Background: an optimization exercise with open tools, aiming at small area, a short achievable clock period and few clock cycles per item. Do not read the settings as production practice. The RTL was checked by simulation tests, not by an equivalence proof against the original design.

==> flow/design.v <==
module dct8x8_cal_p #(
    parameter IW = 8
)(
    input  [8*IW-1:0]     din,
    output [8*(IW+1)-1:0] pout
);
wire signed [IW-1:0] i0 = din[0*IW +: IW];
wire signed [IW-1:0] i1 = din[1*IW +: IW];
wire signed [IW-1:0] i2 = din[2*IW +: IW];
wire signed [IW-1:0] i3 = din[3*IW +: IW];
wire signed [IW-1:0] i4 = din[4*IW +: IW];
wire signed [IW-1:0] i5 = din[5*IW +: IW];
wire signed [IW-1:0] i6 = din[6*IW +: IW];
wire signed [IW-1:0] i7 = din[7*IW +: IW];
wire signed [IW:0] p0 = i0 + i7;
wire signed [IW:0] p1 = i3 - i4;
wire signed [IW:0] p2 = i1 + i6;
wire signed [IW:0] p3 = i2 - i5;
wire signed [IW:0] p4 = i2 + i5;
wire signed [IW:0] p5 = i1 - i6;
wire signed [IW:0] p6 = i3 + i4;
wire signed [IW:0] p7 = i0 - i7;
assign pout = {p7, p6, p5, p4, p3, p2, p1, p0};
endmodule
module dct8x8_cal_q #(
    parameter PW = 9
)(
    input  [8*PW-1:0]     pin,
    output [8*(PW+1)-1:0] qout
);
wire signed [PW-1:0] p0 = pin[0*PW +: PW];
wire signed [PW-1:0] p1 = pin[1*PW +: PW];
wire signed [PW-1:0] p2 = pin[2*PW +: PW];
wire signed [PW-1:0] p3 = pin[3*PW +: PW];
wire signed [PW-1:0] p4 = pin[4*PW +: PW];
wire signed [PW-1:0] p5 = pin[5*PW +: PW];
wire signed [PW-1:0] p6 = pin[6*PW +: PW];
wire signed [PW-1:0] p7 = pin[7*PW +: PW];
wire signed [PW:0] q0 =  p0        +  p6;
wire signed [PW:0] q1 =  p1        - (p7 >>> 2);
wire signed [PW:0] q2 =  p2        +  p4;
wire signed [PW:0] q3 =  p3        + (p5 >>> 2);
wire signed [PW:0] q4 =  p2        -  p4;
wire signed [PW:0] q5 = (p3 >>> 2) -  p5;
wire signed [PW:0] q6 =  p0        -  p6;
wire signed [PW:0] q7 = (p1 >>> 2) +  p7;
assign qout = {q7, q6, q5, q4, q3, q2, q1, q0};
endmodule
module dct8x8_cal_t #(
    parameter QW = 10,
    parameter OW = 11
)(
    input  [8*QW-1:0] qin,
    output [8*OW-1:0] tout
);
wire signed [QW-1:0] q0 = qin[0*QW +: QW];
wire signed [QW-1:0] q1 = qin[1*QW +: QW];
wire signed [QW-1:0] q2 = qin[2*QW +: QW];
wire signed [QW-1:0] q3 = qin[3*QW +: QW];
wire signed [QW-1:0] q4 = qin[4*QW +: QW];
wire signed [QW-1:0] q5 = qin[5*QW +: QW];
wire signed [QW-1:0] q6 = qin[6*QW +: QW];
wire signed [QW-1:0] q7 = qin[7*QW +: QW];
wire signed [OW-1:0] t0 =  q0 + q2;
wire signed [OW-1:0] t1 =  q3 - q5 + q7 + (q7 >>> 1);
wire signed [OW-1:0] t2 = (q4 >>> 1) + q6;
wire signed [OW-1:0] t3 = -q1 - q3 - (q3 >>> 1) + q7;
wire signed [OW-1:0] t4 =  q0 - q2;
wire signed [OW-1:0] t5 =  q1 + q5 + (q5 >>> 1) + q7;
wire signed [OW-1:0] t6 = -q4 + (q6 >>> 1);
wire signed [OW-1:0] t7 = -q1 - (q1 >>> 1) + q3 + q5;
assign tout = {t7, t6, t5, t4, t3, t2, t1, t0};
endmodule
module dct8x8_buf_ctrl(
    input            clk,
    input            rst_n,
    input            adv,
    input            in_valid,
    output wire      out_valid,
    output reg       m,
    output reg [15:0] mx,        
    output wire [3:0] en
);
reg [1:0] n;
reg [3:0] v;
wire step = adv & in_valid;
assign out_valid = v[3];
assign en[0] = adv & (in_valid | (n == 2'd0));
assign en[1] = adv & (in_valid | (n <= 2'd1));
assign en[2] = adv & (in_valid | (n <= 2'd2));
assign en[3] = adv;
always @(posedge clk or negedge rst_n) begin
    if (~rst_n) begin
        m <= 1'b0;
        mx <= 16'd0;
        n <= 2'd0;
        v <= 4'd0;
    end else if (step) begin
        n <= n + 2'd1;
        if (n == 2'd3) begin
            m <= ~m;
            mx <= ~mx;
            v <= 4'b1111;
        end else begin
            v <= {v[2:0], 1'b1};
        end
    end else if (adv) begin
        case (n)
            2'd0: v <= {v[2:0], 1'b0};
            2'd1: v <= {v[2:1], 1'b0, v[0]};
            2'd2: v <= {v[2], 1'b0, v[1:0]};
            default: v <= {1'b0, v[2:0]};
        endcase
    end
end
endmodule
module dct8x8_buf_data #(
    parameter W = 11
)(
    input              clk,
    input              m,           
    input  [15:0]      mx,          
    input  [3:0]       en,          
    input  [8*W-1:0]   in_a,
    input  [8*W-1:0]   in_b,
    output [8*W-1:0]   out_a,
    output [8*W-1:0]   out_b
);
reg  [W-1:0] s [0:63];
genvar i, j;
generate
for (i = 0; i < 8; i = i + 1) begin : g_row
    for (j = 0; j < 8; j = j + 1) begin : g_col
        wire [W-1:0] src_h = (i >= 2) ? s[(i-2)*8+j] : ((i == 0) ? in_a[j*W +: W] : in_b[j*W +: W]);
        wire [W-1:0] src_v = (j >= 2) ? s[i*8+j-2]   : ((j == 0) ? in_a[i*W +: W] : in_b[i*W +: W]);
        wire         ce    = m ? en[j/2] : en[i/2];
        always @(posedge clk)
            if (ce) s[i*8+j] <= m ? src_v : src_h;
    end
end
for (i = 0; i < 8; i = i + 1) begin : g_out
    localparam integer SR = 6 - (i & 6) + (i & 1);
    assign out_a[i*W +: W] = mx[i] ? s[SR*8+6] : s[6*8+SR];
    assign out_b[i*W +: W] = mx[8+i] ? s[SR*8+7] : s[7*8+SR];
end
endgenerate
endmodule
module dct8x8_buf_top #(
    parameter W = 11
)(
    input            clk,
    input            rst_n,
    input            adv,
    input            in_valid,
    input  [8*W-1:0] in_a,
    input  [8*W-1:0] in_b,
    output wire      out_valid,
    output [8*W-1:0] out_a,
    output [8*W-1:0] out_b
);
wire       m;
wire [15:0] mx;
wire [3:0] en;
dct8x8_buf_ctrl u_ctrl (
    .clk(clk), .rst_n(rst_n), .adv(adv),
    .in_valid(in_valid), .out_valid(out_valid),
    .m(m), .mx(mx), .en(en)
);
dct8x8_buf_data #(.W(W)) u_data (
    .clk(clk), .m(m), .mx(mx), .en(en),
    .in_a(in_a), .in_b(in_b),
    .out_a(out_a), .out_b(out_b)
);
endmodule
module dct8x8_top#(parameter DATA_WIDTH  =  8)
(
input                               clk               ,
input                               rst_n             ,
input                               dct8x8_top_vld_i  ,
input  wire [DATA_WIDTH*16-1:0]     dct8x8_top_data_i ,
output wire                         dct8x8_top_rdy_i  ,
output wire                         dct8x8_top_vld_o  ,
output wire [(DATA_WIDTH+8)*16-1:0] dct8x8_top_data_o ,
input                               dct8x8_top_rdy_o
);
localparam PW  = 9;     
localparam RQW = 10;    
localparam ZW  = 11;    
localparam QW  = 13;    
localparam YW  = 14;    
wire adv = ~dct8x8_top_vld_o | dct8x8_top_rdy_o;
reg  [16*PW-1:0] r0_p;
reg              r0_vld;
reg  [127:0]     sk_data;
reg              sk_vld;
wire r0_free = ~r0_vld | adv;
wire accept  = dct8x8_top_vld_i & ~sk_vld;
reg rdy_q;
assign dct8x8_top_rdy_i = rdy_q;
always @(posedge clk or negedge rst_n) begin
    if (~rst_n) begin
        r0_vld <= 1'b0;
        sk_vld <= 1'b0;
        rdy_q  <= 1'b1;
    end else begin
        if (r0_free)
            r0_vld <= sk_vld | accept;
        sk_vld <= ~r0_free & (sk_vld | accept);
        rdy_q  <= r0_free | ~(sk_vld | accept);
    end
end
wire [127:0]     x_in = sk_vld ? sk_data : dct8x8_top_data_i;
wire [16*PW-1:0] p_in;
dct8x8_cal_p #(.IW(8)) u_row0_p (.din(x_in[63:0]),   .pout(p_in[8*PW-1:0]));
dct8x8_cal_p #(.IW(8)) u_row1_p (.din(x_in[127:64]), .pout(p_in[16*PW-1:8*PW]));
always @(posedge clk) begin
    if (r0_free)
        r0_p <= p_in;
    if (~sk_vld)
        sk_data <= dct8x8_top_data_i;
end
wire [16*RQW-1:0] rq_w;
dct8x8_cal_q #(.PW(PW)) u_row0_q (.pin(r0_p[8*PW-1:0]),     .qout(rq_w[8*RQW-1:0]));
dct8x8_cal_q #(.PW(PW)) u_row1_q (.pin(r0_p[16*PW-1:8*PW]), .qout(rq_w[16*RQW-1:8*RQW]));
reg [16*RQW-1:0] r1_q;
reg              r1_vld;
always @(posedge clk or negedge rst_n) begin
    if (~rst_n)
        r1_vld <= 1'b0;
    else if (adv)
        r1_vld <= r0_vld;
end
always @(posedge clk)
    if (adv)
        r1_q <= rq_w;
wire [8*ZW-1:0] za, zb;
dct8x8_cal_t #(.QW(RQW), .OW(ZW)) u_row0_t (.qin(r1_q[8*RQW-1:0]),      .tout(za));
dct8x8_cal_t #(.QW(RQW), .OW(ZW)) u_row1_t (.qin(r1_q[16*RQW-1:8*RQW]), .tout(zb));
wire            tp1_out_valid;
wire [8*ZW-1:0] ca, cb;      
dct8x8_buf_top #(.W(ZW)) u_tp1 (
    .clk(clk), .rst_n(rst_n), .adv(adv),
    .in_valid(r1_vld),
    .in_a(za), .in_b(zb),
    .out_valid(tp1_out_valid),
    .out_a(ca), .out_b(cb)
);
reg [8*ZW-1:0] c0a, c0b;
reg            p0_vld;
always @(posedge clk or negedge rst_n) begin
    if (~rst_n)
        p0_vld <= 1'b0;
    else if (adv)
        p0_vld <= tp1_out_valid;
end
always @(posedge clk)
    if (adv) begin
        c0a <= ca;
        c0b <= cb;
    end
wire [8*(ZW+1)-1:0] cpa, cpb;
wire [8*QW-1:0]     qa_w, qb_w;
dct8x8_cal_p #(.IW(ZW))   u_col0_p (.din(c0a), .pout(cpa));
dct8x8_cal_p #(.IW(ZW))   u_col1_p (.din(c0b), .pout(cpb));
dct8x8_cal_q #(.PW(ZW+1)) u_col0_q (.pin(cpa), .qout(qa_w));
dct8x8_cal_q #(.PW(ZW+1)) u_col1_q (.pin(cpb), .qout(qb_w));
reg  [8*QW-1:0] qa, qb;
reg             p1_vld;
always @(posedge clk or negedge rst_n) begin
    if (~rst_n)
        p1_vld <= 1'b0;
    else if (adv)
        p1_vld <= p0_vld;
end
always @(posedge clk)
    if (adv) begin
        qa <= qa_w;
        qb <= qb_w;
    end
wire [8*YW-1:0] ya, yb;      
dct8x8_cal_t #(.QW(QW), .OW(YW)) u_col0_t (.qin(qa), .tout(ya));
dct8x8_cal_t #(.QW(QW), .OW(YW)) u_col1_t (.qin(qb), .tout(yb));
wire [8*YW-1:0] ya_p, yb_p;
genvar e;
generate
for (e = 0; e < 8; e = e + 1) begin : g_perm_in
    localparam integer SE = 6 - (e & 6) + (e & 1);
    assign ya_p[e*YW +: YW] = ya[SE*YW +: YW];
    assign yb_p[e*YW +: YW] = yb[SE*YW +: YW];
end
endgenerate
wire [8*YW-1:0] oa, ob;
dct8x8_buf_top #(.W(YW)) u_tp2 (
    .clk(clk), .rst_n(rst_n), .adv(adv),
    .in_valid(p1_vld),
    .in_a(ya_p), .in_b(yb_p),
    .out_valid(dct8x8_top_vld_o),
    .out_a(oa), .out_b(ob)
);
generate
for (e = 0; e < 8; e = e + 1) begin : g_out
    localparam integer SE = 6 - (e & 6) + (e & 1);
    assign dct8x8_top_data_o[16*e +: 16]       = {{2{oa[SE*YW+YW-1]}}, oa[SE*YW +: YW]};
    assign dct8x8_top_data_o[128 + 16*e +: 16] = {{2{ob[SE*YW+YW-1]}}, ob[SE*YW +: YW]};
end
endgenerate
endmodule
==> flow/flow/run.sh <==
#!/bin/bash
set -euo pipefail
echo "export SETUP_SLACK_MARGIN = 5.8" >> config.mk
bash standard.sh > standard.log 2>&1
==> flow/standard.sh <==
#!/bin/bash
# synth_recipe.tcl (not shown) runs the flow's synth.tcl, then flattens the netlist and writes it again
# the make line also repeats each setting of config.mk as NAME=value (left out here)
make -C /OpenROAD-flow-scripts/flow DESIGN_CONFIG=/design/flow/config.mk WORK_HOME=/design/flow/orfs CLKGATE_MAP_FILE= SYNTH_SCRIPT=/design/flow/synth_recipe.tcl "${@:-finish}"
==> flow/config.mk <==
export PLATFORM = sky130hd
export DESIGN_NAME = dct8x8_top
export DESIGN_NICKNAME = dct8x8_top
export VERILOG_FILES = /design/flow/design.v
export SDC_FILE = /design/flow/constraint.sdc
export NUM_CORES = 4
export LEC_CHECK = 0
export CAP_MARGIN = 20
export CORE_MARGIN = 2
export CORE_UTILIZATION = 60
export CTS_CLUSTER_DIAMETER = 100
export CTS_CLUSTER_SIZE = 22
export SLEW_MARGIN = 20
export SETUP_SLACK_MARGIN = 5.8
==> flow/constraint.sdc <==
create_clock -name core_clock -period 10.0 [get_ports {clk}]
set_input_delay 2.0000 -clock core_clock [delete_from_list [all_inputs] [get_ports {clk}]]
set_output_delay 2.0000 -clock core_clock [all_outputs]
set_load 0.01 [all_outputs]
==> results.sh, run 1 <==
export IMPL_synth_area_leader_cell="edfxtp_1"
export IMPL_post_route_util_pct=66.1
export IMPL_path_clk_slew_ns=0.09
export IMPL_cts_sinks=2448
export IMPL_grt_pass1_vias=88400
export IMPL_ff2ff_path_depth=18
export IMPL_grt_busiest_layer="met2"
export IMPL_synth_most_common_cell="edfxtp_1"
export IMPL_synth_cell_types=97
export IMPL_end_kind="flop"
export IMPL_grt_use_met2_pct=49.0
export IMPL_grt_total_usage_pct=27.7
export IMPL_hp_start="u_tp1.u_data.s[54][4]"
export IMPL_final_cell_area_um2=160000
export IMPL_slew_viol_final=0
export IMPL_crit_family="adder cells"
export IMPL_setup_viol=0
export IMPL_tritoncts="done"
export IMPL_async_reset_ff_share_pct=1.96
export IMPL_crit_arrival_ns=4.85
export IMPL_status="finished clean"
export IMPL_met3_usage_pct=2.78
export IMPL_required_ns=10.61
export IMPL_skew_ns=0.0507
export IMPL_hold_depth=0
export IMPL_drc_errors=0
export IMPL_synth_edf_count=2272
export IMPL_overflow=0
export IMPL_grt_max_degree=211
export IMPL_period_share_pct=42.4
export IMPL_nets=13600
export IMPL_place_area_um2=153000
export IMPL_fmax_mhz=236
export IMPL_portBuffers=389
export IMPL_relSlewSlack_pct=25.1
export IMPL_crit_chain="buf_6, buf_6, inv_4, fa_1, inv_2, fa_1, inv_2, ha_4, fa_2, a21o_1, a21oi_2, nor2b_1, o21ai_2, a21oi_2, a31o_2, o41ai_4, xnor2_2, mux2_4"
export IMPL_viasPerCell=5.63
export IMPL_ys_seq_area_share_pct=49.2
export IMPL_postCtsHoldBufs=0
export IMPL_grt_use_met1_pct=34.9
export IMPL_syn_inst=11700
export IMPL_root_buffer="clkbuf_16"
export IMPL_finalSetupTns_ns=0
export IMPL_synth_top_area_share_pct=46.7
export IMPL_postRouteAntennaNets=0
export IMPL_htreeDepth=4
export IMPL_grt_pass1_wl_mm=526
export IMPL_core_um2=243000
export IMPL_syn2layout_area_growth_pct=9.65
export IMPL_die_y_um=498
export IMPL_cp_max_fo=2
export IMPL_avgSynthCellArea_um2=12.5
export IMPL_clock_path_buffers=3
export IMPL_min_to="c0a[4]"
export IMPL_dieArea_um2=248000
export IMPL_finalHoldViolCount=0
export IMPL_reg2reg_to="u_tp2.u_data.s[40][12]"
export IMPL_ys_ff_latch=2448
export IMPL_insertion_delay_ns=0.88
export IMPL_tightest_slew_ns=1.12
export IMPL_min_path_type="flop to flop"
export IMPL_fp_dieW_um=498
export IMPL_drive_above_1_share_pct=19.8
export IMPL_drt_first_pass_iters=10
export IMPL_path_buf_inv=5
export IMPL_max_cap_viol_count=0
export IMPL_synth_main_ff_cell="edfxtp_1"
export IMPL_yosys_top_cells_area="edfxtp_1 47%, mux2_2 13%, ha_1 8.9%"
export IMPL_antenna_found_initial=15
export IMPL_dp_hpwl_mm=269
export IMPL_min_period_ns=4.24
export IMPL_vias=86500
export IMPL_cp_slowest_cell="fa_1"
export IMPL_synth_area_um2=146000
export IMPL_wl_per_cell_um=22.6
export IMPL_synth_common_cells="2272 x edfxtp_1, 1701 x mux2_2, 1573 x inv_1"
export IMPL_numCtsBuffers=140
export IMPL_wl_mm=348
export IMPL_rsz0062_at_grt="yes"
export IMPL_syn_nets=13300
export IMPL_r2r_start="qa[40]"
export IMPL_yosysWarnings=6
export IMPL_timing_critical_path_from_type="flop"
export IMPL_hold_slack_ns=0.424
export IMPL_crit_type="flop to flop"
export IMPL_drtIter0Drc=5606
export IMPL_boundaryPins=390
export IMPL_rows=181
export IMPL_max_stage_delay_ns=0.53
export IMPL_rrSetupSlack_ns=5.76
export IMPL_initial_core_util_pct=60.2
export IMPL_gp_congestion=0.971
logic make-up after synthesis:
family / count (synthesis) / synth area share, %
fa+ha+maj: 1468 / 14.8
flops: 2448 / 49.2
compound gates: 1677 / 7.33
buf+inv: 1935 / 5.06
simple gates: 1476 / 4.58
xor+xnor: 873 / 5.25
mux: 1804 / 13.8
stage by stage:
stage	setup WS [ns]	cells
3_5_place_dp	3.67	15000
5_1_grt	5.62	15400
3_3_place_gp	3.74	15000
2_1_floorplan	4.06	11700
6_report	5.76	15400
4_1_cts	5.71	15300
worst register-to-register path: stages (launching register included):
cell,delay (ns)
edfxtp_1,0.40
buf_6,0.13
buf_6,0.10
inv_4,0.03
fa_1,0.53
inv_2,0.04
fa_1,0.48
inv_2,0.05
ha_4,0.16
fa_2,0.38
a21o_1,0.18
a21oi_2,0.16
nor2b_1,0.07
o21ai_2,0.15
a21oi_2,0.09
a31o_2,0.28
o41ai_4,0.27
xnor2_2,0.19
mux2_4,0.29
final cells by class:
class	count	area [µm²]
Timing Repair inverter	2	27.5
Sequential cell	2448	72100
Fill cell	18000	82400
Tap cell	3202	4010
Clock inverter	44	661
Multi-Input combinational cell	7298	68400
Antenna cell	6	15.0
Timing Repair Buffer	574	5430
Clock buffer	208	3790
Inverter	1577	5960
repair_timing:
action                                   CTS  global route
endpoints found under the setup margin  1558           681
pin swaps                                 23            65
resized for setup                        392           204
cloned                                     1             1
setup buffers                             73            51
cells in the final DEF (no fill, tap or decap), drive strengths merged, types with 55 or more instances in the layout:
cell              n
a21o            136
a21oi           527
a31oi            55
and3             57
buf             184
clkbuf          210
clkdlybuf4s50   164
dfxtp           128
dlygate4sd2     223
edfxtp         2272
fa              428
ha             1040
inv            1598
mux2           1701
mux2i           103
nand2           461
nand2b           89
nor2            488
nor2b           111
nor3            105
o21ai           368
o21bai          192
xnor2           660
xor2            212
layer usage:
| metal | up-vias | routed length, µm | part of all wire [%] |
|---|---|---|---|
| met5 | - | 80 | 0.023 |
| met4 | 12 | 15900 | 4.6 |
| met2 | 1900 | 174000 | 50 |
| met3 | 528 | 12700 | 3.7 |
| li1 | 41600 | - | - |
| met1 | 42500 | 144000 | 42 |
worst max path at each step:
stage / cells after the start / start / end / slack [ns]
floorplan: 7 / dct8x8_top_rdy_o / u_tp1.u_data.s[10][0] / 4.06
global placement: 10 / dct8x8_top_rdy_o / u_tp2.u_data.s[11][11] / 3.74
global route: 18 / qa[40] / u_tp2.u_data.s[40][12] / 5.62
detailed placement: 10 / dct8x8_top_rdy_o / u_tp2.u_data.s[43][10] / 3.67
finish: 18 / qa[40] / u_tp2.u_data.s[40][12] / 5.76
CTS: 18 / qa[40] / u_tp2.u_data.s[40][12] / 5.71
flip-flops by register name, indices dropped and copies added, names as in the netlist, 4 cells and up:
| register | cells |
|---|---|
| r0_p | 136 |
| u_tp2.u_ctrl.mx | 14 |
| u_tp1.u_ctrl.v | 4 |
| u_tp2.u_data.s | 896 |
| sk_data | 128 |
| u_tp1.u_data.s | 704 |
| qa | 102 |
| u_tp1.u_ctrl.mx | 14 |
| r1_q | 156 |
| qb | 102 |
| c0a | 88 |
| u_tp2.u_ctrl.v | 4 |
| c0b | 88 |
Testbench counts, summed over its fixed seeds: cycles 2,144, items 512.
==> run 2, diff against run 1 <==
--- a/flow/design.v
+++ b/flow/design.v
@@ -71,6 +71,62 @@
 wire signed [OW-1:0] t7 = -q1 - (q1 >>> 1) + q3 + q5;
 assign tout = {t7, t6, t5, t4, t3, t2, t1, t0};
 endmodule
+module dct8x8_rc_add #(
+    parameter W = 8
+)(
+    input  [W-1:0] a,
+    input  [W-1:0] b,
+    input          cin,
+    output [W-1:0] s
+);
+wire [W:0] c;
+assign c[0] = cin;
+genvar k;
+generate
+for (k = 0; k < W; k = k + 1) begin : g_bit
+    assign s[k]   = a[k] ^ b[k] ^ c[k];
+    assign c[k+1] = (a[k] & b[k]) | (c[k] & (a[k] ^ b[k]));
+end
+endgenerate
+endmodule
+module dct8x8_cal_q_rc #(
+    parameter PW = 9
+)(
+    input  [8*PW-1:0]     pin,
+    output [8*(PW+1)-1:0] qout
+);
+localparam QW = PW + 1;
+wire [PW-1:0] p0 = pin[0*PW +: PW];
+wire [PW-1:0] p1 = pin[1*PW +: PW];
+wire [PW-1:0] p2 = pin[2*PW +: PW];
+wire [PW-1:0] p3 = pin[3*PW +: PW];
+wire [PW-1:0] p4 = pin[4*PW +: PW];
+wire [PW-1:0] p5 = pin[5*PW +: PW];
+wire [PW-1:0] p6 = pin[6*PW +: PW];
+wire [PW-1:0] p7 = pin[7*PW +: PW];
+wire [QW-1:0] e0 = {p0[PW-1], p0};
+wire [QW-1:0] e1 = {p1[PW-1], p1};
+wire [QW-1:0] e2 = {p2[PW-1], p2};
+wire [QW-1:0] e3 = {p3[PW-1], p3};
+wire [QW-1:0] e4 = {p4[PW-1], p4};
+wire [QW-1:0] e5 = {p5[PW-1], p5};
+wire [QW-1:0] e6 = {p6[PW-1], p6};
+wire [QW-1:0] e7 = {p7[PW-1], p7};
+wire [QW-1:0] f1 = {{3{p1[PW-1]}}, p1[PW-1:2]};
+wire [QW-1:0] f3 = {{3{p3[PW-1]}}, p3[PW-1:2]};
+wire [QW-1:0] f5 = {{3{p5[PW-1]}}, p5[PW-1:2]};
+wire [QW-1:0] f7 = {{3{p7[PW-1]}}, p7[PW-1:2]};
+wire [QW-1:0] q0, q1, q2, q3, q4, q5, q6, q7;
+dct8x8_rc_add #(QW) u_q0 (.a(e0), .b( e6), .cin(1'b0), .s(q0));    
+dct8x8_rc_add #(QW) u_q1 (.a(e1), .b(~f7), .cin(1'b1), .s(q1));    
+dct8x8_rc_add #(QW) u_q2 (.a(e2), .b( e4), .cin(1'b0), .s(q2));    
+dct8x8_rc_add #(QW) u_q3 (.a(e3), .b( f5), .cin(1'b0), .s(q3));    
+dct8x8_rc_add #(QW) u_q4 (.a(e2), .b(~e4), .cin(1'b1), .s(q4));    
+dct8x8_rc_add #(QW) u_q5 (.a(f3), .b(~e5), .cin(1'b1), .s(q5));    
+dct8x8_rc_add #(QW) u_q6 (.a(e0), .b(~e6), .cin(1'b1), .s(q6));    
+dct8x8_rc_add #(QW) u_q7 (.a(f1), .b( e7), .cin(1'b0), .s(q7));    
+assign qout = {q7, q6, q5, q4, q3, q2, q1, q0};
+endmodule
 module dct8x8_buf_ctrl(
     input            clk,
     input            rst_n,
@@ -220,8 +276,8 @@
         sk_data <= dct8x8_top_data_i;
 end
 wire [16*RQW-1:0] rq_w;
-dct8x8_cal_q #(.PW(PW)) u_row0_q (.pin(r0_p[8*PW-1:0]),     .qout(rq_w[8*RQW-1:0]));
-dct8x8_cal_q #(.PW(PW)) u_row1_q (.pin(r0_p[16*PW-1:8*PW]), .qout(rq_w[16*RQW-1:8*RQW]));
+dct8x8_cal_q_rc #(.PW(PW)) u_row0_q (.pin(r0_p[8*PW-1:0]),     .qout(rq_w[8*RQW-1:0]));
+dct8x8_cal_q_rc #(.PW(PW)) u_row1_q (.pin(r0_p[16*PW-1:8*PW]), .qout(rq_w[16*RQW-1:8*RQW]));
 reg [16*RQW-1:0] r1_q;
 reg              r1_vld;
 always @(posedge clk or negedge rst_n) begin
==> flow/flow/run.sh (replaced) <==
#!/bin/bash
set -euo pipefail
echo "export SETUP_SLACK_MARGIN = 5.9" >> config.mk
bash standard.sh > standard.log 2>&1
--- a/flow/config.mk
+++ b/flow/config.mk
@@ -7,8 +7,8 @@
 export LEC_CHECK = 0
 export CAP_MARGIN = 20
 export CORE_MARGIN = 2
-export CORE_UTILIZATION = 60
+export CORE_UTILIZATION = 65
 export CTS_CLUSTER_DIAMETER = 100
 export CTS_CLUSTER_SIZE = 22
 export SLEW_MARGIN = 20
-export SETUP_SLACK_MARGIN = 5.8
+export SETUP_SLACK_MARGIN = 5.9
==> results.sh, run 2 <==
export IMPL_status="finished clean"
export IMPL_antenna_found_initial=5
export IMPL_nets=14100
export IMPL_initial_core_util_pct=65.2
export IMPL_insertion_delay_ns=0.86
export IMPL_grt_total_usage_pct=30.2
export IMPL_async_reset_ff_share_pct=1.96
export IMPL_final_common_cell="edfxtp_1"
export IMPL_fp_dieW_um=484
export IMPL_grt_max_degree=219
export IMPL_cp_max_fo=8
export IMPL_synth_edf_count=2272
export IMPL_finalSetupTns_ns=0
export IMPL_syn_inst=12300
export IMPL_drc_errors=0
export IMPL_die_y_um=484
export IMPL_portBuffers=389
export IMPL_core_um2=229000
export IMPL_crit_arrival_ns=2.18
export IMPL_synth_main_ff_cell="edfxtp_1"
export IMPL_drt_first_pass_iters=6
export IMPL_period_share_pct=41.8
export IMPL_multi_input_area_um2=71900
export IMPL_fin_ws_ns=5.82
export IMPL_ys_seq_area_share_pct=48.1
export IMPL_synth_cell_types=83
export IMPL_end_kind="output pin"
export IMPL_dp_hpwl_mm=274
export IMPL_final_cell_mix="2272 x edfxtp_1, 1537 x mux2_2, 1454 x inv_1"
export IMPL_avgSynthCellArea_um2=12.2
export IMPL_boundaryPins=390
export IMPL_wl_mm=359
export IMPL_ys_ff_latch=2448
export IMPL_setup_viol=0
export IMPL_required_ns=8.00
export IMPL_syn2layout_area_growth_pct=8.72
export IMPL_synth_area_um2=150000
export IMPL_postCtsHoldBufs=0
export IMPL_dieArea_um2=234000
export IMPL_slew_viol_final=0
export IMPL_syn_nets=13900
export IMPL_clock_path_buffers=3
export IMPL_relSlewSlack_pct=22.2
export IMPL_viasPerCell=6.00
export IMPL_tightest_slew_ns=1.17
export IMPL_rsz0062_at_grt="yes"
export IMPL_fmax_mhz=239
export IMPL_top_register="u_tp2.u_data.s"
export IMPL_path_clk_slew_ns=0.10
export IMPL_synth_most_common_cell="edfxtp_1"
export IMPL_numCtsBuffers=134
export IMPL_grt_pass1_vias=95500
export IMPL_cts_sinks=2448
export IMPL_postRouteAntennaNets=0
export IMPL_min_period_ns=4.18
export IMPL_drive_above_1_share_pct=18.9
export IMPL_overflow=0
export IMPL_hold_slack_ns=0.420
export IMPL_synth_area_leader_cell="edfxtp_1"
export IMPL_root_buffer="clkbuf_16"
export IMPL_htreeDepth=4
export IMPL_vias=93900
export IMPL_rows=176
export IMPL_pre_cts_ws_ns=4.40
export IMPL_tritoncts="done"
export IMPL_wl_per_cell_um=22.9
export IMPL_post_route_util_pct=70.9
export IMPL_regArea_um2=72100
export IMPL_synth_common_cells="2272 x edfxtp_1, 1562 x mux2_2, 1467 x inv_1"
export IMPL_skew_ns=0.0469
export IMPL_drtIter0Drc=8035
export IMPL_finalHoldViolCount=0
export IMPL_yosys_top_cells_area="edfxtp_1 46%, mux2_2 12%, ha_1 7.6%"
export IMPL_gp_congestion=0.939
export IMPL_synth_top_area_share_pct=45.6
export IMPL_reg_top3="u_tp2.u_data.s: 896 flops, u_tp1.u_data.s: 704 flops, r1_q: 156 flops"
export IMPL_min_path_type="flop to flop"
export IMPL_max_cap_viol_count=0
export IMPL_grt_pass1_wl_mm=552
export IMPL_timing_critical_path_from_type="flop"
export IMPL_yosysWarnings=6
export IMPL_crit_type="flop to output pin"
export IMPL_largest_reg_flops=896
export IMPL_nFillCells=15500
## run 2: logic make-up (layout without fill, tap and decap cells)
family | Yosys count | in the layout | share of synthesized area [%]
other cells | 0 | 3 | 0
mux | 1672 | 1672 | 12.5
flops | 2448 | 2448 | 48.1
compound gates | 1999 | 1999 | 8.78
xor+xnor | 642 | 642 | 3.76
buf+inv | 1919 | 2271 | 4.90
simple gates | 2116 | 2116 | 6.86
fa+ha+maj | 1470 | 1470 | 15.1
## run 2: path summary, 6_finish.rpt
path	start	to	slack (ns)	depth (start not counted)
max	u_tp2.u_ctrl.mx[2]	dct8x8_top_data_o[77]	5.82	5
min	u_tp1.u_data.s[63][1]	c0b[12]	0.42	0
max reg2reg	c0b[12]	qb[50]	5.88	13
min reg2reg	u_tp1.u_data.s[63][1]	c0b[12]	0.42	0
max in group asynchronous	rst_n	sk_vld	7.78	2
min in group asynchronous	rst_n	u_tp2.u_ctrl.mx[2]	0.99	1
## run 2: worst max-delay path, stage by stage (launching register included)
cell and delay [ns]:
dfrtp_4 0.51, buf_6 0.13, buf_6 0.11, buf_12 0.14, mux2_4 0.33, buf_6 0.13
## run 2: timing repair
| action | in CTS | in global routing |
|---|---|---|
| pin swaps | 30 | 69 |
| setup buffers | 66 | 51 |
| gates resized for setup | 653 | 379 |
| setup endpoints to repair | 468 | 643 |
## run 2: final cells by class
type                            count  area share [%]
Antenna cell                        3         0.00462
Tap cell                         3026            2.33
Timing Repair Buffer              573            3.32
Multi-Input combinational cell   7899            44.2
Sequential cell                  2448            44.3
Clock inverter                     24           0.178
Clock buffer                      204            2.27
Inverter                         1470            3.42
## run 2: metrics by stage
stage	cell area, µm²	cells
2_1_floorplan	150000	12300
3_3_place_gp	156000	15300
3_5_place_dp	156000	15300
4_1_cts	162000	15600
5_1_grt	163000	15600
6_report	163000	15600
## run 2: routing by layer
metal	track usage, %	part of all wire, %
met1	38.8	41
met2	53.8	51
met3	2.66	4.4
met4	10.5	3.8
met5	0	0.0033
Testbench counts of run 2, summed over its fixed seeds: cycles 2,144, items 512.
==> run 3, diff against run 2 <==
--- a/flow/config.mk
+++ b/flow/config.mk
@@ -7,7 +7,7 @@
 export LEC_CHECK = 0
 export CAP_MARGIN = 20
 export CORE_MARGIN = 2
-export CORE_UTILIZATION = 65
+export CORE_UTILIZATION = 70
 export CTS_CLUSTER_DIAMETER = 100
 export CTS_CLUSTER_SIZE = 22
 export SLEW_MARGIN = 20
==> results.sh, run 3 <==
export IMPL_synth_edf_count=2272
export IMPL_gp_congestion=0.983
export IMPL_viasPerCell=6.26
export IMPL_grt_max_degree=202
export IMPL_setup_viol=0
export IMPL_rrSetupSlack_ns=5.78
export IMPL_period_share_pct=42.2
export IMPL_final_common_cell="edfxtp_1"
export IMPL_synth_area_leader_cell="edfxtp_1"
export IMPL_required_ns=10.61
export IMPL_ys_ff_latch=2448
export IMPL_final_cell_mix="2272 x edfxtp_1, 1539 x mux2_2, 1449 x inv_1"
export IMPL_die_y_um=466
export IMPL_relSlewSlack_pct=19.1
export IMPL_nets=14200
export IMPL_clock_path_buffers=3
export IMPL_antenna_found_initial=3
export IMPL_finalSetupTns_ns=0
export IMPL_rsz0062_at_grt="yes"
export IMPL_fin_ws_ns=5.78
export IMPL_boundaryPins=390
export IMPL_synth_most_common_cell="edfxtp_1"
export IMPL_synth_cell_types=83
export IMPL_overflow=0
export IMPL_dp_hpwl_mm=274
export IMPL_largest_reg_flops=896
export IMPL_drtIter0Drc=8972
export IMPL_cp_max_fo=3
export IMPL_hold_depth=0
export IMPL_slew_viol_final=0
export IMPL_nFillCells=12500
export IMPL_fmax_mhz=237
export IMPL_initial_core_util_pct=70.5
export IMPL_crit_arrival_ns=4.83
export IMPL_min_path_type="flop to flop"
export IMPL_dieArea_um2=217000
export IMPL_hp_start="u_tp1.u_data.s[54][9]"
export IMPL_synth_area_um2=150000
export IMPL_portBuffers=389
export IMPL_max_cap_viol_count=0
export IMPL_finalHoldViolCount=0
export IMPL_reg_top3="u_tp2.u_data.s: 896 flops, u_tp1.u_data.s: 704 flops, r1_q: 156 flops"
export IMPL_synth_top_area_share_pct=45.6
export IMPL_status="finished clean"
export IMPL_grt_total_usage_pct=33.6
export IMPL_insertion_delay_ns=0.85
export IMPL_min_period_ns=4.22
export IMPL_root_buffer="clkbuf_16"
export IMPL_cts_sinks=2448
export IMPL_syn_nets=13900
export IMPL_grt_pass1_wl_mm=567
export IMPL_timing_critical_path_from_type="flop"
export IMPL_fp_dieW_um=466
export IMPL_end_kind="flop"
export IMPL_top_register="u_tp2.u_data.s"
export IMPL_wl_mm=375
export IMPL_r2r_start="r0_p[54]"
export IMPL_htreeDepth=4
export IMPL_tritoncts="done"
export IMPL_core_um2=212000
export IMPL_drt_first_pass_iters=8
export IMPL_grt_pass1_vias=97700
export IMPL_wl_per_cell_um=24.2
export IMPL_synth_main_ff_cell="edfxtp_1"
export IMPL_async_reset_ff_share_pct=1.96
export IMPL_tightest_slew_ns=1.20
export IMPL_syn2layout_area_growth_pct=8.93
export IMPL_synth_common_cells="2272 x edfxtp_1, 1562 x mux2_2, 1467 x inv_1"
export IMPL_path_clk_slew_ns=0.10
export IMPL_postRouteAntennaNets=0
export IMPL_min_to="c0a[9]"
export IMPL_vias=97000
export IMPL_multi_input_area_um2=72000
export IMPL_numCtsBuffers=134
export IMPL_drc_errors=0
export IMPL_yosys_top_cells_area="edfxtp_1 46%, mux2_2 12%, ha_1 7.6%"
export IMPL_drive_above_1_share_pct=19.7
export IMPL_ys_seq_area_share_pct=48.1
export IMPL_rows=169
export IMPL_regArea_um2=72100
export IMPL_avgSynthCellArea_um2=12.2
export IMPL_pre_cts_ws_ns=3.91
export IMPL_yosysWarnings=6
export IMPL_crit_type="flop to flop"
export IMPL_reg2reg_to="r1_q[18]"
export IMPL_skew_ns=0.0311
export IMPL_ff2ff_path_depth=13
export IMPL_syn_inst=12300
-- run 3: kinds of logic after synthesis --
family / Yosys count / share of synthesized area, %
flip-flops: 2448 / 48.1
multiplexers: 1672 / 12.5
AND/OR/NAND/NOR: 2116 / 6.86
XOR/XNOR: 642 / 3.76
buffers and inverters: 1919 / 4.90
adder cells (fa/ha/maj): 1470 / 15.1
AO/OA/AOI/OAI: 1999 / 8.78
-- run 3: per-layer routing --
layer,part of all wire (%),GRT usage (%),vias to the layer above
li1,-,-,44300
met3,5.2,3.51,878
met2,51,59.4,3808
met1,39,42.2,48000
met4,5.3,14.6,0
met5,0,0,-
-- run 3: timing repair --
item | in CTS | in global routing
pin swaps | 39 | 77
gates resized for setup | 683 | 451
buffers inserted | 81 | 63
hold buffers | 0 | 0
cloned | 1 | 3
endpoints found under the setup margin | 1081 | 556
-- run 3: stage by stage --
step           area [µm²]  hold WS (ns)  utilization (%)  std cells
2_1_floorplan      150000         0.400                -      12300
3_3_place_gp       156000         0.401             73.5      15100
3_5_place_dp       156000         0.405             73.5      15100
4_1_cts            162000         0.416             76.2      15400
5_1_grt            163000         0.427             76.7      15500
6_report           163000         0.415             76.8      15500
-- run 3: worst max-delay path by stage --
stage,startpoint,to,cells after the start
after floorplan,dct8x8_top_rdy_o,u_tp1.u_data.s[12][0],5
after global placement,dct8x8_top_rdy_o,u_tp2.u_data.s[32][10],10
after detailed placement,dct8x8_top_rdy_o,u_tp2.u_data.s[32][9],10
after CTS,u_tp2.u_ctrl.mx[14],dct8x8_top_data_o[142],4
after global routing,r0_p[63],r1_q[68],12
final,r0_p[54],r1_q[18],13
-- run 3: area by class of cell --
cell class	instances	share of cell area, %
Multi-Input combinational cell	7901	44.2
Inverter	1470	3.41
Timing Repair Buffer	597	3.47
Antenna cell	2	0.00307
Tap cell	2821	2.17
Sequential cell	2448	44.2
Clock buffer	213	2.29
Timing Repair inverter	1	0.00538
Clock inverter	29	0.228
-- run 3: worst max-delay path: stages, from the launching register on --
cell,delay [ns]
edfxtp_1,0.41
buf_4,0.13
buf_4,0.09
inv_1,0.04
ha_2,0.18
fa_2,0.37
fa_2,0.37
fa_2,0.38
fa_2,0.37
fa_2,0.37
fa_2,0.37
fa_2,0.38
fa_1,0.50
inv_1,0.04
==> run 4, diff against run 3 <==
==> flow/flow/run.sh (replaced) <==
#!/bin/bash
set -euo pipefail
echo "export SETUP_SLACK_MARGIN = 6.2" >> config.mk
bash standard.sh > standard.log 2>&1
--- a/flow/config.mk
+++ b/flow/config.mk
@@ -7,8 +7,8 @@
 export LEC_CHECK = 0
 export CAP_MARGIN = 20
 export CORE_MARGIN = 2
-export CORE_UTILIZATION = 70
+export CORE_UTILIZATION = 60
 export CTS_CLUSTER_DIAMETER = 100
 export CTS_CLUSTER_SIZE = 22
 export SLEW_MARGIN = 20
-export SETUP_SLACK_MARGIN = 5.9
+export SETUP_SLACK_MARGIN = 6.2
==> results.sh, run 4 <==
export IMPL_status="finished clean"
export IMPL_end_kind="output pin"
export IMPL_synth_main_ff_cell="edfxtp_1"
export IMPL_gp_congestion=0.961
export IMPL_relSlewSlack_pct=17.8
export IMPL_root_buffer="clkbuf_16"
export IMPL_drc_errors=0
export IMPL_synthSimpleGateAreaFrac_pct=6.86
export IMPL_synth_top_area_share_pct=45.6
export IMPL_synth_common_cells="2272 x edfxtp_1, 1562 x mux2_2, 1467 x inv_1"
export IMPL_nFillCells=17900
export IMPL_grt_max_degree=228
export IMPL_crit_type="flop to output pin"
export IMPL_crit_arrival_ns=2.05
export IMPL_final_common_cell="edfxtp_1"
export IMPL_fin_ws_ns=5.95
export IMPL_synth_most_common_cell="edfxtp_1"
export IMPL_required_ns=8.00
export IMPL_synth_top_family_by_area="adder cells"
export IMPL_path_clk_slew_ns=0.09
export IMPL_min_path_type="flop to flop"
export IMPL_pre_cts_ws_ns=3.95
export IMPL_viasPerCell=5.82
export IMPL_drive_above_1_share_pct=24.5
export IMPL_grt_total_usage_pct=28.1
export IMPL_regArea_um2=72100
export IMPL_post_route_util_pct=67.9
export IMPL_tightest_slew_ns=1.23
export IMPL_largest_reg_flops=896
export IMPL_muxShareOfSynthArea_pct=12.5
export IMPL_final_cell_area_um2=168000
export IMPL_synth_compound_area_share_pct=8.78
export IMPL_hold_slack_ns=0.417
export IMPL_portBuffers=389
export IMPL_core_um2=248000
export IMPL_period_share_pct=40.5
export IMPL_multi_input_area_um2=74500
export IMPL_finalHoldViolCount=0
export IMPL_async_reset_ff_share_pct=1.96
export IMPL_fmax_mhz=247
export IMPL_finalSetupTns_ns=0
export IMPL_htreeDepth=4
export IMPL_drt_first_pass_iters=7
export IMPL_place_area_um2=157000
export IMPL_min_period_ns=4.05
export IMPL_max_cap_viol_count=0
export IMPL_overflow=0
export IMPL_rsz0062_at_grt="yes"
export IMPL_postRouteAntennaNets=0
export IMPL_setup_viol=0
export IMPL_boundaryPins=390
export IMPL_ys_ff_latch=2448
export IMPL_die_y_um=503
export IMPL_reg_top3="u_tp2.u_data.s: 896 flops, u_tp1.u_data.s: 704 flops, r1_q: 156 flops"
export IMPL_fp_dieW_um=503
export IMPL_insertion_delay_ns=0.82
export IMPL_ys_seq_area_share_pct=48.1
export IMPL_syn_nets=13900
export IMPL_syn2layout_area_growth_pct=12.6
export IMPL_vias=94000
export IMPL_grt_pass1_wl_mm=553
export IMPL_antenna_found_initial=1
export IMPL_nets=14300
export IMPL_cp_max_fo=7
export IMPL_rows=183
export IMPL_avgSynthCellArea_um2=12.2
export IMPL_drtIter0Drc=6864
export IMPL_slew_viol_final=0
export IMPL_syn_inst=12300
export IMPL_synth_area_leader_cell="edfxtp_1"
export IMPL_wl_mm=363
export IMPL_yosys_top_cells_area="edfxtp_1 46%, mux2_2 12%, ha_1 7.6%"
export IMPL_synth_edf_count=2272
export IMPL_tritoncts="done"
export IMPL_dieArea_um2=253000
export IMPL_postCtsHoldBufs=0
export IMPL_timing_critical_path_from_type="flop"
export IMPL_initial_core_util_pct=60.3
export IMPL_cts_sinks=2448
export IMPL_synth_area_um2=150000
export IMPL_final_cell_mix="2272 x edfxtp_1, 1502 x mux2_2, 1412 x inv_1"
export IMPL_synth_cell_types=83
export IMPL_top_register="u_tp2.u_data.s"
export IMPL_dp_hpwl_mm=273
export IMPL_numCtsBuffers=137
export IMPL_grt_pass1_vias=95000
export IMPL_yosysWarnings=6
export IMPL_clock_path_buffers=3
export IMPL_synthXorXnorAreaFrac_pct=3.76
export IMPL_skew_ns=0.0364
export IMPL_wl_per_cell_um=22.5
export IMPL_synth_adder_area_share_pct=15.1
==> run 4: per-stage QoR <==
step	cells
2_1_floorplan	12300
3_3_place_gp	15600
3_5_place_dp	15600
4_1_cts	16000
5_1_grt	16200
6_report	16200
==> run 4: final cells by class <==
| type | instances | share of cell area, % |
|---|---|---|
| clock buffer | 201 | 2.21 |
| multi-input combinational | 7899 | 44.2 |
| timing repair inverter | 2 | 0.0104 |
| inverter | 1470 | 3.30 |
| antenna | 2 | 0.00297 |
| tap | 3330 | 2.47 |
| clock inverter | 29 | 0.206 |
| timing repair buffer | 773 | 4.79 |
| sequential | 2448 | 42.8 |
==> run 4: worst paths after layout <==
check,to,cells after the start,start,slack (ns)
worst max-delay path,dct8x8_top_data_o[80],4,u_tp2.u_ctrl.mx[3],5.95
worst min-delay path,c0b[12],0,u_tp1.u_data.s[63][1],0.42
worst max register to register,r1_q[8],13,r0_p[54],5.98
worst min register to register,c0b[12],0,u_tp1.u_data.s[63][1],0.42
max in group asynchronous,sk_vld,2,rst_n,7.68
min in group asynchronous,u_tp2.u_ctrl.mx[2],1,rst_n,1.13
==> run 4: logic make-up after synthesis <==
group                    count (synthesis)
flip-flops                            2448
AND/OR/NAND/NOR                       2116
AO/OA/AOI/OAI                         1999
buffers and inverters                 1919
multiplexers                          1672
adder cells (fa/ha/maj)               1470
XOR/XNOR                               642
==> run 4: timing repair <==
item	in CTS	in global routing
pin swaps	129	205
buffers inserted	170	140
setup endpoints to repair	2102	1288
gates resized for setup	1745	523
gates cloned	8	3
==> run 4: worst max-delay path, stage by stage, from the launching register on <==
cell and delay, ns:
dfrtp_4 0.51, buf_6 0.13, buf_12 0.14, mux2_2 0.31, buf_6 0.14
==> run 4: metal layers <==
layer	global-route usage [%]	up-vias	wire, µm
met4	9.35	0	13000
met2	50.2	2328	186000
li1	-	44600	-
met1	36.0	46600	151000
met5	0	-	0
met3	2.37	483	13800
==> run 5, diff against run 4 <==
==> flow/flow/run.sh (replaced) <==
#!/bin/bash
set -euo pipefail
echo "export SETUP_SLACK_MARGIN = 6.0" >> config.mk
bash standard.sh > standard.log 2>&1
--- a/flow/config.mk
+++ b/flow/config.mk
@@ -11,4 +11,4 @@
 export CTS_CLUSTER_DIAMETER = 100
 export CTS_CLUSTER_SIZE = 22
 export SLEW_MARGIN = 20
-export SETUP_SLACK_MARGIN = 6.2
+export SETUP_SLACK_MARGIN = 6.0
==> results.sh, run 5 <==
export IMPL_status="finished clean"
export IMPL_wl_per_cell_um=22.3
export IMPL_synth_cell_types=83
export IMPL_vias=93000
export IMPL_reg_top3="u_tp2.u_data.s: 896 flops, u_tp1.u_data.s: 704 flops, r1_q: 156 flops"
export IMPL_portBuffers=389
export IMPL_muxShareOfSynthArea_pct=12.5
export IMPL_root_buffer="clkbuf_16"
export IMPL_synth_area_leader_cell="edfxtp_1"
export IMPL_crit_type="flop to output pin"
export IMPL_synthSimpleGateAreaFrac_pct=6.86
export IMPL_synth_top_family_by_area="adder cells"
export IMPL_r2r_start="c0b[0]"
export IMPL_grt_total_usage_pct=27.8
export IMPL_grt_use_met1_pct=35.9
export IMPL_boundaryPins=390
export IMPL_min_period_ns=4.14
export IMPL_fmax_mhz=241
export IMPL_skew_ns=0.0355
export IMPL_ys_seq_area_share_pct=48.1
export IMPL_tritoncts="done"
export IMPL_synth_common_cells="2272 x edfxtp_1, 1562 x mux2_2, 1467 x inv_1"
export IMPL_finalHoldViolCount=0
export IMPL_required_ns=8.00
export IMPL_numCtsBuffers=137
export IMPL_final_common_cell="edfxtp_1"
export IMPL_synth_adder_area_share_pct=15.1
export IMPL_rows=183
export IMPL_drtIter0Drc=6974
export IMPL_finalSetupTns_ns=0
export IMPL_period_share_pct=41.4
export IMPL_rsz0062_at_grt="yes"
export IMPL_hp_start="u_tp1.u_data.s[63][1]"
export IMPL_top_register="u_tp2.u_data.s"
export IMPL_fp_dieW_um=503
export IMPL_grt_pass1_vias=94200
export IMPL_grt_busiest_layer="met2"
export IMPL_relSlewSlack_pct=22.3
export IMPL_end_kind="output pin"
export IMPL_cp_max_fo=7
export IMPL_syn2layout_area_growth_pct=10.2
export IMPL_gp_congestion=0.961
export IMPL_synth_top_area_share_pct=45.6
export IMPL_dieArea_um2=253000
export IMPL_drt_first_pass_iters=8
export IMPL_yosys_top_cells_area="edfxtp_1 46%, mux2_2 12%, ha_1 7.6%"
export IMPL_grt_use_met2_pct=49.5
export IMPL_yosysWarnings=6
export IMPL_instances_no_fill=16000
export IMPL_hold_slack_ns=0.418
export IMPL_nets=14200
export IMPL_ys_ff_latch=2448
export IMPL_largest_reg_flops=896
export IMPL_dp_cells=15600
export IMPL_crit_arrival_ns=2.14
export IMPL_synth_compound_area_share_pct=8.78
export IMPL_drc_errors=0
export IMPL_avgSynthCellArea_um2=12.2
export IMPL_timing_critical_path_from_type="flop"
export IMPL_min_path_type="flop to flop"
export IMPL_insertion_delay_ns=0.82
export IMPL_syn_inst=12300
export IMPL_overflow=0
export IMPL_core_um2=248000
export IMPL_synth_area_um2=150000
export IMPL_tightest_slew_ns=1.17
export IMPL_die_y_um=503
export IMPL_drive_above_1_share_pct=21.4
export IMPL_viasPerCell=5.81
export IMPL_met3_usage_pct=2.40
export IMPL_async_reset_ff_share_pct=1.96
export IMPL_grt_pass1_wl_mm=548
export IMPL_syn_nets=13900
export IMPL_htreeDepth=4
export IMPL_cts_sinks=2448
export IMPL_crit_start="u_tp2.u_ctrl.mx[7]"
export IMPL_dp_hpwl_mm=273
export IMPL_max_cap_viol_count=0
export IMPL_antenna_found_initial=2
export IMPL_grt_max_degree=228
export IMPL_slew_viol_final=0
export IMPL_postRouteAntennaNets=0
export IMPL_synthXorXnorAreaFrac_pct=3.76
export IMPL_setup_viol=0
export IMPL_synth_edf_count=2272
export IMPL_final_cell_mix="2272 x edfxtp_1, 1510 x mux2_2, 1444 x inv_1"
export IMPL_synth_main_ff_cell="edfxtp_1"
export IMPL_path_clk_slew_ns=0.09
export IMPL_initial_core_util_pct=60.3
export IMPL_clock_path_buffers=3
export IMPL_synth_most_common_cell="edfxtp_1"
export IMPL_wl_mm=357
run 5: routing by layer:
layer / vias up / part of all wire, %
met3: 494 / 3.8
met2: 2161 / 51
met5: - / 0.0036
met1: 46000 / 42
li1: 44300 / -
met4: 2 / 3.7
run 5: path summary, 6_finish.rpt:
| check | end | slack, ns | depth (start not counted) |
|---|---|---|---|
| setup / recovery | dct8x8_top_data_o[31] | 5.86 | 5 |
| hold / removal | c0b[12] | 0.42 | 0 |
| setup reg to reg | qb[24] | 5.95 | 16 |
| hold reg to reg | c0b[12] | 0.42 | 0 |
| max in group asynchronous | sk_vld | 7.69 | 2 |
| min in group asynchronous | u_tp2.u_ctrl.mx[6] | 1.13 | 1 |
run 5: logic make-up after synthesis:
kind of cell	count (synthesis)
buffers and inverters	1919
AO/OA/AOI/OAI	1999
adder cells (fa/ha/maj)	1470
XOR/XNOR	642
flip-flops	2448
AND/OR/NAND/NOR	2116
multiplexers	1672
run 5: worst max-delay path: stages (launching register included):
cell,delay [ns]
dfrtp_4,0.48
buf_6,0.13
buf_12,0.14
mux2_4,0.34
buf_6,0.13
buf_6,0.11
run 5: metrics by stage:
step                setup slack (ns)  instance area [µm²]  utilization, %
floorplan                       4.82               150000               -
global placement                4.00               157000            63.1
detailed placement              3.95               157000            63.1
CTS                             5.75               162000            65.4
global route                    5.78               165000            66.4
finish                          5.86               165000            66.4
run 5: final cells by class:
cell class | count | area, µm²
antenna | 3 | 7.51
fill | 18300 | 83400
timing repair inverter | 1 | 8.76
sequential | 2448 | 72100
clock buffer | 201 | 3730
tap | 3330 | 4170
timing repair buffer | 634 | 6250
clock inverter | 29 | 347
multi-input combinational | 7899 | 72700
inverter | 1470 | 5550
run 5: repair_timing:
action / CTS / global route
pin swaps: 54 / 96
hold buffers: 0 / 0
resized for setup: 1267 / 453
setup endpoints to repair: 1355 / 681
setup buffers: 108 / 68
cloned: 4 / 1
==> run 6, diff against run 5 <==
--- a/flow/design.v
+++ b/flow/design.v
@@ -301,8 +301,11 @@
     .out_valid(tp1_out_valid),
     .out_a(ca), .out_b(cb)
 );
-reg [8*ZW-1:0] c0a, c0b;
-reg            p0_vld;
+wire [8*(ZW+1)-1:0] cpa_w, cpb_w;
+dct8x8_cal_p #(.IW(ZW))   u_col0_p (.din(ca), .pout(cpa_w));
+dct8x8_cal_p #(.IW(ZW))   u_col1_p (.din(cb), .pout(cpb_w));
+reg [8*(ZW+1)-1:0] cpa, cpb;
+reg                p0_vld;
 always @(posedge clk or negedge rst_n) begin
     if (~rst_n)
         p0_vld <= 1'b0;
@@ -311,13 +314,10 @@
 end
 always @(posedge clk)
     if (adv) begin
-        c0a <= ca;
-        c0b <= cb;
+        cpa <= cpa_w;
+        cpb <= cpb_w;
     end
-wire [8*(ZW+1)-1:0] cpa, cpb;
 wire [8*QW-1:0]     qa_w, qb_w;
-dct8x8_cal_p #(.IW(ZW))   u_col0_p (.din(c0a), .pout(cpa));
-dct8x8_cal_p #(.IW(ZW))   u_col1_p (.din(c0b), .pout(cpb));
 dct8x8_cal_q #(.PW(ZW+1)) u_col0_q (.pin(cpa), .qout(qa_w));
 dct8x8_cal_q #(.PW(ZW+1)) u_col1_q (.pin(cpb), .qout(qb_w));
 reg  [8*QW-1:0] qa, qb;
==> results.sh, run 6 <==
export IMPL_status="finished clean"
export IMPL_hp_start="sk_data[103]"
export IMPL_final_cell_area_um2=164000
export IMPL_end_kind="flop"
export IMPL_final_common_cell="edfxtp_1"
export IMPL_dp_cells=15700
export IMPL_crit_start="r0_p[135]"
export IMPL_syn_inst=12300
export IMPL_relSlewSlack_pct=24.2
export IMPL_nets=14200
export IMPL_drive_above_1_share_pct=19.4
export IMPL_ys_ff_latch=2456
export IMPL_core_um2=248000
export IMPL_ys_seq_area_share_pct=48.2
export IMPL_min_period_ns=4.08
export IMPL_grt_pass1_vias=94000
export IMPL_crit_arrival_ns=4.65
export IMPL_path_clk_slew_ns=0.09
export IMPL_yosys_top_cells_area="edfxtp_1 46%, mux2_2 11%, ha_1 7.6%"
export IMPL_tritoncts="done"
export IMPL_root_buffer="clkbuf_16"
export IMPL_dieArea_um2=254000
export IMPL_synth_area_um2=150000
export IMPL_antenna_found_initial=4
export IMPL_rows=183
export IMPL_cp_max_fo=2
export IMPL_syn2layout_area_growth_pct=9.47
export IMPL_portBuffers=389
export IMPL_synth_most_common_cell="edfxtp_1"
export IMPL_synth_cell_types=90
export IMPL_grt_max_degree=200
export IMPL_grt_total_usage_pct=30.1
export IMPL_syn_nets=13900
export IMPL_viasPerCell=5.90
export IMPL_max_cap_viol_count=0
export IMPL_overflow=0
export IMPL_initial_core_util_pct=60.3
export IMPL_postRouteAntennaNets=0
export IMPL_avgSynthCellArea_um2=12.1
export IMPL_numCtsBuffers=139
export IMPL_vias=94800
export IMPL_die_y_um=504
export IMPL_finalHoldViolCount=0
export IMPL_tightest_slew_ns=1.10
export IMPL_grt_pass1_wl_mm=576
export IMPL_fmax_mhz=245
export IMPL_top_register="u_tp2.u_data.s"
export IMPL_required_ns=10.57
export IMPL_post_route_util_pct=66.0
export IMPL_wl_per_cell_um=24.1
export IMPL_synth_main_ff_cell="edfxtp_1"
export IMPL_largest_reg_flops=896
export IMPL_top_layer="met4"
export IMPL_r2r_start="r0_p[135]"
export IMPL_skew_ns=0.0303
export IMPL_synth_common_cells="2280 x edfxtp_1, 1556 x inv_1, 1479 x mux2_2"
export IMPL_insertion_delay_ns=0.83
export IMPL_final_cell_mix="2280 x edfxtp_1, 1527 x inv_1, 1440 x mux2_2"
export IMPL_nFillCells=18300
export IMPL_wl_met1_mm=159
export IMPL_wl_met2_mm=192
export IMPL_synth_top_area_share_pct=45.7
export IMPL_synth_edf_count=2280
export IMPL_reg_top3="u_tp2.u_data.s: 896 flops, u_tp1.u_data.s: 704 flops, r1_q: 156 flops"
export IMPL_min_path_type="flop to flop"
export IMPL_yosysWarnings=6
export IMPL_route_met3_wl_mm=18.2
export IMPL_timing_critical_path_from_type="flop"
export IMPL_gp_congestion=0.971
export IMPL_drc_errors=0
export IMPL_crit_type="flop to flop"
export IMPL_clock_path_buffers=3
export IMPL_fp_dieW_um=504
export IMPL_boundaryPins=390
export IMPL_wl_mm=387
export IMPL_synth_area_leader_cell="edfxtp_1"
export IMPL_period_share_pct=40.8
export IMPL_instances_no_fill=16100
export IMPL_cts_sinks=2456
export IMPL_rsz0062_at_grt="yes"
export IMPL_setup_viol=0
export IMPL_drtIter0Drc=7929
export IMPL_dp_hpwl_mm=296
export IMPL_place_area_um2=157000
export IMPL_async_reset_ff_share_pct=1.95
export IMPL_slew_viol_final=0
export IMPL_htreeDepth=4
export IMPL_drt_first_pass_iters=9
export IMPL_finalSetupTns_ns=0
## run 6: cell count changes after synthesis, sizes merged, moves of 15 or more
cell / before / now
inv: 1468 / 1557
mux2i: 110 / 197
mux2: 1562 / 1479
a21o: 101 / 65
nand2: 590 / 559
xnor2: 491 / 461
nand2b: 97 / 126
o21ai: 442 / 463
xor2: 151 / 171
a211o: 27 / 10
or2: 33 / 17
a21oi: 510 / 495
nor2: 542 / 557
o21a: 126 / 111
## run 6: metal layers
layer / up-vias / GRT usage (%)
li1: 44500 / -
met1: 47000 / 39.4
met2: 2764 / 52.0
met3: 573 / 2.76
met4: 0 / 11.5
met5: - / 0
## run 6: path summary, 6_finish.rpt
kind / endpoint / slack, ns / depth (start not counted)
max in group asynchronous: sk_vld / 7.70 / 2
max: r1_q[158] / 5.92 / 11
max reg2reg: r1_q[158] / 5.92 / 11
min reg2reg: sk_data[103] / 0.49 / 2
min: sk_data[103] / 0.49 / 2
min in group asynchronous: u_tp2.u_ctrl.mx[2] / 1.03 / 1
## run 6: logic make-up after synthesis
logic type,synth area share [%]
flops,48.2
mux,12.4
xor+xnor,3.70
buf+inv,5.15
fa+ha+maj,15.1
simple gates,6.89
compound gates,8.54
## run 6: through the flow
stage / hold slack, ns / worst slack [ns]
after floorplan: 0.439 / 4.04
after global placement: 0.468 / 3.02
after detailed placement: 0.474 / 2.98
after CTS: 0.496 / 5.82
after global routing: 0.520 / 5.82
final: 0.493 / 5.92
## run 6: final cells by class
class,instances,area [µm²],share of cell area (%)
flip-flops and latches,2456,72300,44.1
multi-input cells,7855,71400,43.6
inverters,1563,5920,3.61
repair buffers,615,5850,3.57
well taps,3330,4170,2.54
clock buffers,197,3740,2.28
clock inverters,38,549,0.335
repair inverters,1,16.3,0.00992
diodes,5,12.5,0.00763
## run 6: timing repair
item,in CTS,in global routing
resized for setup,1217,273
hold endpoints to repair,0,0
cloned,6,1
endpoints found under the setup margin,1786,472
buffers inserted,98,59
pin swaps,43,75
hold buffers,0,0
## run 6: critical path: stages (launching register included)
cell	delay [ns]
edfxtp_1	0.43
buf_4	0.16
buf_4	0.12
ha_1	0.20
fa_2	0.35
fa_2	0.36
fa_2	0.35
fa_2	0.35
fa_2	0.35
fa_2	0.35
fa_2	0.35
fa_1	0.46
Testbench counts of run 6, summed over its fixed seeds: cycles 2,144, items 512.

==> afterwards: timing with drivers on the ports <==
In the flow no input, the clock included, has a driving cell. The finished layouts below were timed again as built, in two steps. Step 1, drivers: a clkbuf_16 drives clk and a buf_2 each remaining input, both assumed. Step 2, shift: input delay + t, output delay - t, t = (earliest + latest rising clock arrival at the registers) / 2. This alone moves slack from input paths to output paths. a / b / c = no drivers / after step 1 / after step 2; a / b = the first two.
run | shift t [ns] | setup slack, ns | clock arrival spread, ns
run 1 | 0.954 | 5.758 / 5.758 / 4.997 | 0.053 / 0.053
run 2 | 0.917 | 5.822 / 5.741 / 5.183 | 0.049 / 0.049
run 3 | 0.931 | 5.780 / 5.697 / 5.098 | 0.038 / 0.038
run 4 | 0.897 | 5.946 / 5.851 / 5.441 | 0.040 / 0.041
run 5 | 0.899 | 5.857 / 5.762 / 5.207 | 0.043 / 0.043
run 6 | 0.917 | 5.920 / 5.834 / 5.227 | 0.038 / 0.038
After both steps every run listed still meets setup and hold. For run 1, which loses most, drivers alone change the setup slack by 0.000 ns; drivers and shift together by -0.761 ns.
